What follows belongs to an exercise in optimizing a design on an open flow for small area; a production flow would make more cautious choices.
In this exercise RTL edits were held to simulation tests only and were not proved equivalent to the original.
The clock input has no modelled driver; a real chip could not lean on it and would need a root buffer or a full tree.
Power is estimated from default activity; no workload was simulated.

## job 101
==> flow/design.v <==
`timescale 1ns/1ps
`default_nettype none
module top #(
  parameter integer CLK_FREQ_HZ            = 20_000,
  parameter         BUTTONS_ACTIVE_LOW      = 1,
  parameter         TESTMODE_ACTIVE_LOW     = 0,
  parameter         LED_ENABLE_ACTIVE_LOW    = 0,
  parameter integer DEBOUNCE_TIME_MS               = 5,
  parameter integer RUN_TIME_NORMAL_S         = 30,
  parameter integer RUN_TIME_TEST_S           = 3,
  parameter integer DIV_TIMER_TOGGLE       = CLK_FREQ_HZ/2,
  parameter integer DIV_LED_TOGGLE      = CLK_FREQ_HZ/2,
  parameter integer DIV_HEARTBEAT_TOGGLE       = CLK_FREQ_HZ/4
)(
  input  wire clk,
  input  wire rst,    
  input  wire I1, I2, I3, I4, I5,
  output reg  led,
  output reg  O1, O2, O3, O4, O5
);
  reg start_s0, start_s1, stop_s0, stop_s1, rst_s0, rst_s1;
  reg test_s0, test_s1, leden_s0_n, leden_s1_n;
  always @(posedge clk) begin
    start_s0   <= ~rst & ~I1;
    stop_s0    <= ~rst & ~I2;
    rst_s0     <= ~rst & ~I3;
    test_s0    <= I4;
    leden_s0_n <= rst | ~I5;
    start_s1   <= start_s0;
    stop_s1    <= stop_s0;
    rst_s1     <= rst_s0;
    test_s1    <= test_s0;
    leden_s1_n <= leden_s0_n;
  end
  wire test_lvl = test_s1, leden_lvl = ~leden_s1_n;
  reg [6:0] db_st, db_sp, db_rs;
  reg st_state, sp_state, rs_state;
  wire st_lvl = start_s1, sp_lvl = stop_s1, rs_lvl = rst_s1;
  wire st_term = (~db_st[0] & db_st[1] & ~db_st[2] & db_st[3] & db_st[5]);
  wire sp_term = (~db_sp[0] & db_sp[1] & ~db_sp[2] & db_sp[3] & db_sp[5]);
  wire rs_term = (~db_rs[0] & db_rs[1] & ~db_rs[2] & db_rs[3] & db_rs[5]);
  always @(posedge clk) begin
    db_st <= (rst | (st_lvl == st_state) | st_term) ? 7'h0 : {~db_st[5:0], db_st[6] ^ db_st[0]};
    db_sp <= (rst | (sp_lvl == sp_state) | sp_term) ? 7'h0 : {~db_sp[5:0], db_sp[6] ^ db_sp[0]};
    db_rs <= (rst | (rs_lvl == rs_state) | rs_term) ? 7'h0 : {~db_rs[5:0], db_rs[6] ^ db_rs[0]};
    st_state <= ~rst & (st_term ? st_lvl : st_state);
    sp_state <= ~rst & (sp_term ? sp_lvl : sp_state);
    rs_state <= ~rst & (rs_term ? rs_lvl : rs_state);
  end
  wire st_press = st_term & st_lvl & ~st_state;
  wire sp_press = sp_term & sp_lvl & ~sp_state;
  wire rs_press = rs_term & rs_lvl & ~rs_state;
  reg on, go, sel;
  reg timeup, past;    
  reg [19:0] tcnt;
  wire on_nxt = ~rst & go;
  wire wrap = (~tcnt[1] & tcnt[2] & tcnt[3] & ~tcnt[4] & ~tcnt[5] & ~tcnt[6] & ~tcnt[7] & ~tcnt[9] & tcnt[10] & ~tcnt[11] & ~tcnt[13] & tcnt[14] & ~tcnt[15] & ~tcnt[16] & ~tcnt[17] & tcnt[18] & ~tcnt[19]) | (test_lvl & past);
  wire tclr = ~on | wrap;    
  always @(posedge clk) begin
    on  <= on_nxt;
    go  <= ~rst & ~rs_press & ~(sp_press & on_nxt) & (on_nxt | st_press);
    sel <= on_nxt & on & (sel ^ timeup);    
    tcnt <= tclr ? 20'hb65da : {~tcnt[18:0], tcnt[19] ^ tcnt[16]};
    timeup <= on & wrap;
    past <= ~tclr & (past | (tcnt[0] & ~tcnt[1] & ~tcnt[4] & tcnt[6] & tcnt[7] & ~tcnt[8] & tcnt[9] & tcnt[10] & ~tcnt[13] & ~tcnt[16] & tcnt[17] & tcnt[18]));
  end
  always @* begin
    O1 = on & ~sel;
    O2 = sel;
    O4 = on;
  end
  reg [13:0] div_o3, div_led;
  reg [12:0] div_o5;
  wire o3_term  = (div_o3[0] & div_o3[2] & div_o3[4] & div_o3[6] & div_o3[8] & ~div_o3[9] & div_o3[10] & ~div_o3[11] & div_o3[12] & ~div_o3[13]);
  wire led_term = (div_led[0] & div_led[2] & div_led[4] & div_led[6] & div_led[8] & ~div_led[9] & div_led[10] & ~div_led[11] & div_led[12] & ~div_led[13]);
  wire o5_term  = (div_o5[0] & ~div_o5[1] & div_o5[4] & ~div_o5[5] & div_o5[6] & div_o5[7] & div_o5[8] & ~div_o5[9] & div_o5[10]);
  always @(posedge clk) begin
    div_o3  <= (~on | o3_term) ? 14'hf50 : {~div_o3[12:0], div_o3[13] ^ div_o3[12]};
    O3      <= ~rst & on & (O3 ^ o3_term);
    div_led <= (rst | ~leden_lvl | led_term) ? 14'hf50 : {~div_led[12:0], div_led[13] ^ div_led[12]};
    led     <= ~rst & leden_lvl & (led ^ led_term);
    div_o5  <= (rst | o5_term) ? 13'h1848 : {~div_o5[11:0], div_o5[12] ^ div_o5[3]};
    O5      <= ~rst & (O5 ^ o5_term);
  end
endmodule
`default_nettype wire
Settings: LEC_CHECK=0, CAP_MARGIN=20, CORE_MARGIN=2, CORE_UTILIZATION=60, SLEW_MARGIN=20; clock period 10.0 ns.
standard.sh (not shown) runs the stock make flow with config.mk's settings and CLKGATE_MAP_FILE= SYNTH_SCRIPT=/design/flow/synth_recipe.tcl, a recipe that flattens the netlist after the stock synthesis.
==> flow/flow/run.sh <==
#!/bin/bash
# The standard layout (standard.sh) with three changes:
#  - ABC's final mapping pass uses flow/abc.script, an area-oriented script with the delay target relaxed
#    (synthesis is otherwise the standard one, so the registers are the same);
#  - the port buffers are buf_1 cells;
#  - the clock tree is built by flow/pre_cts.tcl: the clock port drives 4
#    buf_12 cells, each driving one cluster of registers.
# Each tool's output is in ORFS's logs under orfs/logs; make's output is in flow_make.log.
set -euo pipefail
here=$(pwd)
extra=()
cp -r "$FLOW_HOME/scripts" "$here/scripts"
cp "$here/flow/abc.script" "$here/scripts/abc_speed.script"
extra+=("SCRIPTS_DIR=$here/scripts")
export PRE_CTS_TCL="$here/flow/pre_cts.tcl" CTS_M_K=4 CTS_M_CELL=sky130_fd_sc_hd__buf_12 CTS_M_ROOT=
bash standard.sh "${extra[@]}" \
  "BUFFER_PORTS_ARGS=-buffer_cell sky130_fd_sc_hd__buf_1" \
  finish > flow_make.log 2>&1
Other scripts of this flow, unchanged in this note and not shown: flow/flow/abc.script, flow/flow/manual_cts.tcl, flow/flow/pre_cts.tcl
> inputs changed (job 101 -> job 105)
-- flow/design.v --
<<< job 101, line 55
  reg [19:0] tcnt;
  wire on_nxt = ~rst & go;
  wire wrap = (~tcnt[1] & tcnt[2] & tcnt[3] & ~tcnt[4] & ~tcnt[5] & ~tcnt[6] & ~tcnt[7] & ~tcnt[9] & tcnt[10] & ~tcnt[11] & ~tcnt[13] & tcnt[14] & ~tcnt[15] & ~tcnt[16] & ~tcnt[17] & tcnt[18] & ~tcnt[19]) | (test_lvl & past);
  wire tclr = ~on | wrap;    
  always @(posedge clk) begin
>>> job 105, line 55
  reg [19:0] tcnt;
  wire on_nxt = ~rst & go;
  wire wrap = (~tcnt[0] & tcnt[1] & ~tcnt[3] & tcnt[4] & tcnt[5] & tcnt[6] & tcnt[7] & ~tcnt[8] & tcnt[9] & ~tcnt[10] & ~tcnt[12] & ~tcnt[13] & tcnt[14] & ~tcnt[15] & ~tcnt[16] & ~tcnt[17] & ~tcnt[18] & ~tcnt[19]) | (test_lvl & past);
  wire tclr = ~on | wrap;    
  always @(posedge clk) begin
<<< job 101, line 61
    go  <= ~rst & ~rs_press & ~(sp_press & on_nxt) & (on_nxt | st_press);
    sel <= on_nxt & on & (sel ^ timeup);    
    tcnt <= tclr ? 20'hb65da : {~tcnt[18:0], tcnt[19] ^ tcnt[16]};
    timeup <= on & wrap;
    past <= ~tclr & (past | (tcnt[0] & ~tcnt[1] & ~tcnt[4] & tcnt[6] & tcnt[7] & ~tcnt[8] & tcnt[9] & tcnt[10] & ~tcnt[13] & ~tcnt[16] & tcnt[17] & tcnt[18]));
  end
  always @* begin
>>> job 105, line 61
    go  <= ~rst & ~rs_press & ~(sp_press & on_nxt) & (on_nxt | st_press);
    sel <= on_nxt & on & (sel ^ timeup);    
    tcnt <= tclr ? 20'h0 : {~tcnt[18:0], tcnt[19] ^ tcnt[16]};
    timeup <= on & wrap;
    past <= ~tclr & (past | (~tcnt[0] & tcnt[2] & ~tcnt[4] & ~tcnt[6] & tcnt[9] & ~tcnt[12] & tcnt[13] & ~tcnt[14] & ~tcnt[15] & ~tcnt[16] & tcnt[17] & ~tcnt[18] & ~tcnt[19]));
  end
  always @* begin
<<< job 101, line 72
  reg [13:0] div_o3, div_led;
  reg [12:0] div_o5;
  wire o3_term  = (div_o3[0] & div_o3[2] & div_o3[4] & div_o3[6] & div_o3[8] & ~div_o3[9] & div_o3[10] & ~div_o3[11] & div_o3[12] & ~div_o3[13]);
  wire led_term = (div_led[0] & div_led[2] & div_led[4] & div_led[6] & div_led[8] & ~div_led[9] & div_led[10] & ~div_led[11] & div_led[12] & ~div_led[13]);
  wire o5_term  = (div_o5[0] & ~div_o5[1] & div_o5[4] & ~div_o5[5] & div_o5[6] & div_o5[7] & div_o5[8] & ~div_o5[9] & div_o5[10]);
  always @(posedge clk) begin
    div_o3  <= (~on | o3_term) ? 14'hf50 : {~div_o3[12:0], div_o3[13] ^ div_o3[12]};
    O3      <= ~rst & on & (O3 ^ o3_term);
    div_led <= (rst | ~leden_lvl | led_term) ? 14'hf50 : {~div_led[12:0], div_led[13] ^ div_led[12]};
    led     <= ~rst & leden_lvl & (led ^ led_term);
    div_o5  <= (rst | o5_term) ? 13'h1848 : {~div_o5[11:0], div_o5[12] ^ div_o5[3]};
    O5      <= ~rst & (O5 ^ o5_term);
  end
>>> job 105, line 72
  reg [13:0] div_o3, div_led;
  reg [12:0] div_o5;
  wire o3_term  = (div_o3[1] & div_o3[2] & ~div_o3[3] & ~div_o3[4] & ~div_o3[5] & div_o3[7] & div_o3[8] & div_o3[9] & div_o3[10] & ~div_o3[11] & div_o3[12] & div_o3[13]);
  wire led_term = (div_led[1] & div_led[2] & ~div_led[3] & ~div_led[4] & ~div_led[5] & div_led[7] & div_led[8] & div_led[9] & div_led[10] & ~div_led[11] & div_led[12] & div_led[13]);
  wire o5_term  = (div_o5[1] & div_o5[2] & div_o5[3] & div_o5[4] & div_o5[5] & div_o5[7] & ~div_o5[8] & div_o5[9] & div_o5[10] & ~div_o5[11]);
  always @(posedge clk) begin
    div_o3  <= (~on | o3_term) ? 14'h0 : {~div_o3[12:0], div_o3[13] ^ div_o3[12]};
    O3      <= ~rst & on & (O3 ^ o3_term);
    div_led <= (rst | ~leden_lvl | led_term) ? 14'h0 : {~div_led[12:0], div_led[13] ^ div_led[12]};
    led     <= ~rst & leden_lvl & (led ^ led_term);
    div_o5  <= (rst | o5_term) ? 13'h0 : {~div_o5[11:0], div_o5[12] ^ div_o5[2]};
    O5      <= ~rst & (O5 ^ o5_term);
  end
Findings:
- Delta (job 105 minus job 101): length of routed met2 wiring went down, routed length per placed instance went down, power drawn by the combinational cells went up, number of fillers in the final layout went down.
- Between job 101 and job 105, the design area figures differ only marginally.
In every run of this note, the design's own scripts or RTL, not TritonCTS, make the clock network.

* * *

Setup of pine:
Another version of the RTL of top (not shown whole).
Size in the first run: ~270 cells after synthesis, ~100 flip-flops, about 13 I/O pins, ~2900 µm² of cells after synthesis.
==> module top, before the edit <==
module top #(
  parameter integer CLK_FREQ_HZ            = 20_000,
  parameter         BUTTONS_ACTIVE_LOW      = 1,
  parameter         TESTMODE_ACTIVE_LOW     = 0,
  parameter         LED_ENABLE_ACTIVE_LOW    = 0,
  parameter integer DEBOUNCE_TIME_MS               = 5,
  parameter integer RUN_TIME_NORMAL_S         = 30,
  parameter integer RUN_TIME_TEST_S           = 3,
  parameter integer DIV_TIMER_TOGGLE       = CLK_FREQ_HZ/2,
  parameter integer DIV_LED_TOGGLE      = CLK_FREQ_HZ/2,
  parameter integer DIV_HEARTBEAT_TOGGLE       = CLK_FREQ_HZ/4
)(
  input  wire clk,
  input  wire rst,    
  input  wire I1, I2, I3, I4, I5,
  output reg  led,
  output reg  O1, O2, O3, O4, O5
);
  reg start_s0, start_s1, stop_s0, stop_s1, rst_s0, rst_s1;
  reg test_s0_n, test_s1_n, leden_s0_n, leden_s1_n;
  always @(posedge clk) begin
    start_s0   <= ~rst & ~I1;
    stop_s0    <= ~rst & ~I2;
    rst_s0     <= ~rst & ~I3;
    test_s0_n  <= rst | ~I4;
    leden_s0_n <= rst | ~I5;
    start_s1   <= start_s0;
    stop_s1    <= stop_s0;
    rst_s1     <= rst_s0;
    test_s1_n  <= test_s0_n;
    leden_s1_n <= leden_s0_n;
  end
  wire test_lvl = ~test_s1_n, leden_lvl = ~leden_s1_n;
  reg [6:0] db_st, db_sp, db_rs;
  reg st_state, sp_state, rs_state;
  wire st_lvl = start_s1, sp_lvl = stop_s1, rs_lvl = rst_s1;
  wire st_term = (~db_st[0] & db_st[1] & ~db_st[2] & db_st[3] & db_st[5]);
  wire sp_term = (~db_sp[0] & db_sp[1] & ~db_sp[2] & db_sp[3] & db_sp[5]);
  wire rs_term = (~db_rs[0] & db_rs[1] & ~db_rs[2] & db_rs[3] & db_rs[5]);
  always @(posedge clk) begin
    db_st <= (rst | (st_lvl == st_state) | st_term) ? 7'h0 : {~db_st[5:0], db_st[6] ^ db_st[0]};
    db_sp <= (rst | (sp_lvl == sp_state) | sp_term) ? 7'h0 : {~db_sp[5:0], db_sp[6] ^ db_sp[0]};
    db_rs <= (rst | (rs_lvl == rs_state) | rs_term) ? 7'h0 : {~db_rs[5:0], db_rs[6] ^ db_rs[0]};
    st_state <= ~rst & (st_term ? st_lvl : st_state);
    sp_state <= ~rst & (sp_term ? sp_lvl : sp_state);
    rs_state <= ~rst & (rs_term ? rs_lvl : rs_state);
  end
  wire st_press = st_term & st_lvl & ~st_state;
  wire sp_press = sp_term & sp_lvl & ~sp_state;
  wire rs_press = rs_term & rs_lvl & ~rs_state;
  reg on, go, sel;
  reg timeup, past;    
  reg [19:0] tcnt;
  wire on_nxt = ~rst & go;
  wire wrap = (~tcnt[1] & tcnt[2] & tcnt[3] & ~tcnt[4] & ~tcnt[5] & ~tcnt[6] & ~tcnt[7] & ~tcnt[9] & tcnt[10] & ~tcnt[11] & ~tcnt[13] & tcnt[14] & ~tcnt[15] & ~tcnt[16] & ~tcnt[17] & tcnt[18] & ~tcnt[19]) | (test_lvl & past);
  wire tclr = ~on | wrap;    
  always @(posedge clk) begin
    on  <= on_nxt;
    go  <= ~rst & ~rs_press & ~(sp_press & on_nxt) & (on_nxt | st_press);
    sel <= on & (sel ^ timeup);    
    tcnt <= tclr ? 20'hb65da : {~tcnt[18:0], tcnt[19] ^ tcnt[16]};
    timeup <= on & wrap;
    past <= ~tclr & (past | (tcnt[0] & ~tcnt[1] & ~tcnt[4] & tcnt[6] & tcnt[7] & ~tcnt[8] & tcnt[9] & tcnt[10] & ~tcnt[13] & ~tcnt[16] & tcnt[17] & tcnt[18]));
  end
  always @* begin
    O1 = on & ~sel;
    O2 = on & sel;
    O4 = on;
  end
  reg [13:0] div_o3, div_led;
  reg [12:0] div_o5;
  wire o3_term  = (div_o3[0] & div_o3[2] & div_o3[4] & div_o3[6] & div_o3[8] & ~div_o3[9] & div_o3[10] & ~div_o3[11] & div_o3[12] & ~div_o3[13]);
  wire led_term = (div_led[0] & div_led[2] & div_led[4] & div_led[6] & div_led[8] & ~div_led[9] & div_led[10] & ~div_led[11] & div_led[12] & ~div_led[13]);
  wire o5_term  = (div_o5[0] & ~div_o5[1] & div_o5[4] & ~div_o5[5] & div_o5[6] & div_o5[7] & div_o5[8] & ~div_o5[9] & div_o5[10]);
  always @(posedge clk) begin
    div_o3  <= (~on | o3_term) ? 14'hf50 : {~div_o3[12:0], div_o3[13] ^ div_o3[12]};
    O3      <= ~rst & on & (O3 ^ o3_term);
    div_led <= (rst | ~leden_lvl | led_term) ? 14'hf50 : {~div_led[12:0], div_led[13] ^ div_led[12]};
    led     <= ~rst & leden_lvl & (led ^ led_term);
    div_o5  <= (rst | o5_term) ? 13'h1848 : {~div_o5[11:0], div_o5[12] ^ div_o5[3]};
    O5      <= ~rst & (O5 ^ o5_term);
  end
endmodule
Settings: LEC_CHECK=0, CAP_MARGIN=20, CORE_MARGIN=2, CORE_UTILIZATION=60, SLEW_MARGIN=20; clock period 10.0 ns.
==> flow/flow/run.sh <==
#!/bin/bash
# The standard layout (standard.sh) with three changes:
#  - ABC's final mapping pass skips its delay-driven buffering and upsizing
#    (synthesis is otherwise the standard one, so the registers are the same);
#  - the port buffers are buf_1 cells;
#  - the clock tree is built by flow/pre_cts.tcl: the clock port drives 4
#    buf_12 cells, each driving one cluster of registers.
# Each tool's output is in ORFS's logs under orfs/logs; make's output is in flow_make.log.
set -euo pipefail
here=$(pwd)
extra=()
if [[ "${ABC_NOUP:-1}" == 1 ]]; then
  cp -r "$FLOW_HOME/scripts" "$here/scripts"
  python3 - "$here/scripts/abc_speed.script" <<'P'
import sys
p = sys.argv[1]
s = open(p).read()
tail = "buffer -c\ntopo\nstime -c\nupsize -c\ndnsize -c\n"
assert s.endswith(tail), "unexpected abc script"
open(p, "w").write(s[: -len(tail)] + "topo\nstime -c\n")
P
  extra+=("SCRIPTS_DIR=$here/scripts")
fi
export PRE_CTS_TCL="$here/flow/pre_cts.tcl" CTS_M_K=4 CTS_M_CELL=sky130_fd_sc_hd__buf_12 CTS_M_ROOT=
bash standard.sh "${extra[@]}" \
  "BUFFER_PORTS_ARGS=-buffer_cell sky130_fd_sc_hd__buf_1" \
  finish > flow_make.log 2>&1
Other scripts of this flow, unchanged in this note and not shown: flow/flow/manual_cts.tcl, flow/flow/pre_cts.tcl
[inputs] maple vs pine
--- a/flow/design.v
+++ b/flow/design.v
@@ -20,18 +20,18 @@
 );
   reg start_s0, start_s1, stop_s0, stop_s1, rst_s0, rst_s1;
-  reg test_s0_n, test_s1_n, leden_s0_n, leden_s1_n;
+  reg test_s0, test_s1, leden_s0_n, leden_s1_n;
   always @(posedge clk) begin
     start_s0   <= ~rst & ~I1;
     stop_s0    <= ~rst & ~I2;
     rst_s0     <= ~rst & ~I3;
-    test_s0_n  <= rst | ~I4;
+    test_s0    <= I4;
     leden_s0_n <= rst | ~I5;
     start_s1   <= start_s0;
     stop_s1    <= stop_s0;
     rst_s1     <= rst_s0;
-    test_s1_n  <= test_s0_n;
+    test_s1    <= test_s0;
     leden_s1_n <= leden_s0_n;
   end
-  wire test_lvl = ~test_s1_n, leden_lvl = ~leden_s1_n;
+  wire test_lvl = test_s1, leden_lvl = ~leden_s1_n;
   reg [6:0] db_st, db_sp, db_rs;
   reg st_state, sp_state, rs_state;
Findings:
Every run in the comparison, pine and maple, completed the flow with a clean layout. Relative to pine, the post-route clock period utilization of maple is lower by 1.4 points. Compared with pine, maple shows a count of unique library cells instantiated by Yosys that is 3.6% lower. In the tables for pine and maple, die area reads higher with pine. Looking at pine and maple, the total wire length after detailed routing is a wash. maple vs pine: area growth from synthesis to layout up. pine and maple ended up with nearly the same utilization. Sequential share of layout area of pine is on par with maple. pine reports its worst setup path startpoint as rst while maple reports on. pine → maple: register-to-register slack saw little to no change; final cell count barely changed.
In every run of this note, the design's own scripts or RTL, not TritonCTS, make the clock network.

-- re-timing with driven ports --
The flow's constraints put no driver on any port. The routed layouts listed below were extracted and timed again, unchanged, in two steps.
Step 1, drivers: a clkbuf_16 drives clk and a buf_2 each remaining input, both assumed.
Step 2 moves the port delays by t, midway between the first and last clock arrival at a register: inputs arrive t later, outputs are due t later. That takes back most of the time a late clock gives input paths.
Slacks: ideal / step 1 / step 2; pairs: ideal / step 1.
run | t (ns) | slack for setup (ns) | worst register clock-pin slew, ns
job 101 | 0.205 | 6.857 / 6.789 / 6.705 | 0.10 / 0.10
job 105 | 0.203 | 6.740 / 6.791 / 6.588 | 0.10 / 0.10
pine | 0.200 | 6.851 / 6.888 / 6.700 | 0.11 / 0.10
maple | 0.206 | 6.986 / 6.909 / 7.054 | 0.11 / 0.11
After both steps every run listed still meets setup and hold.
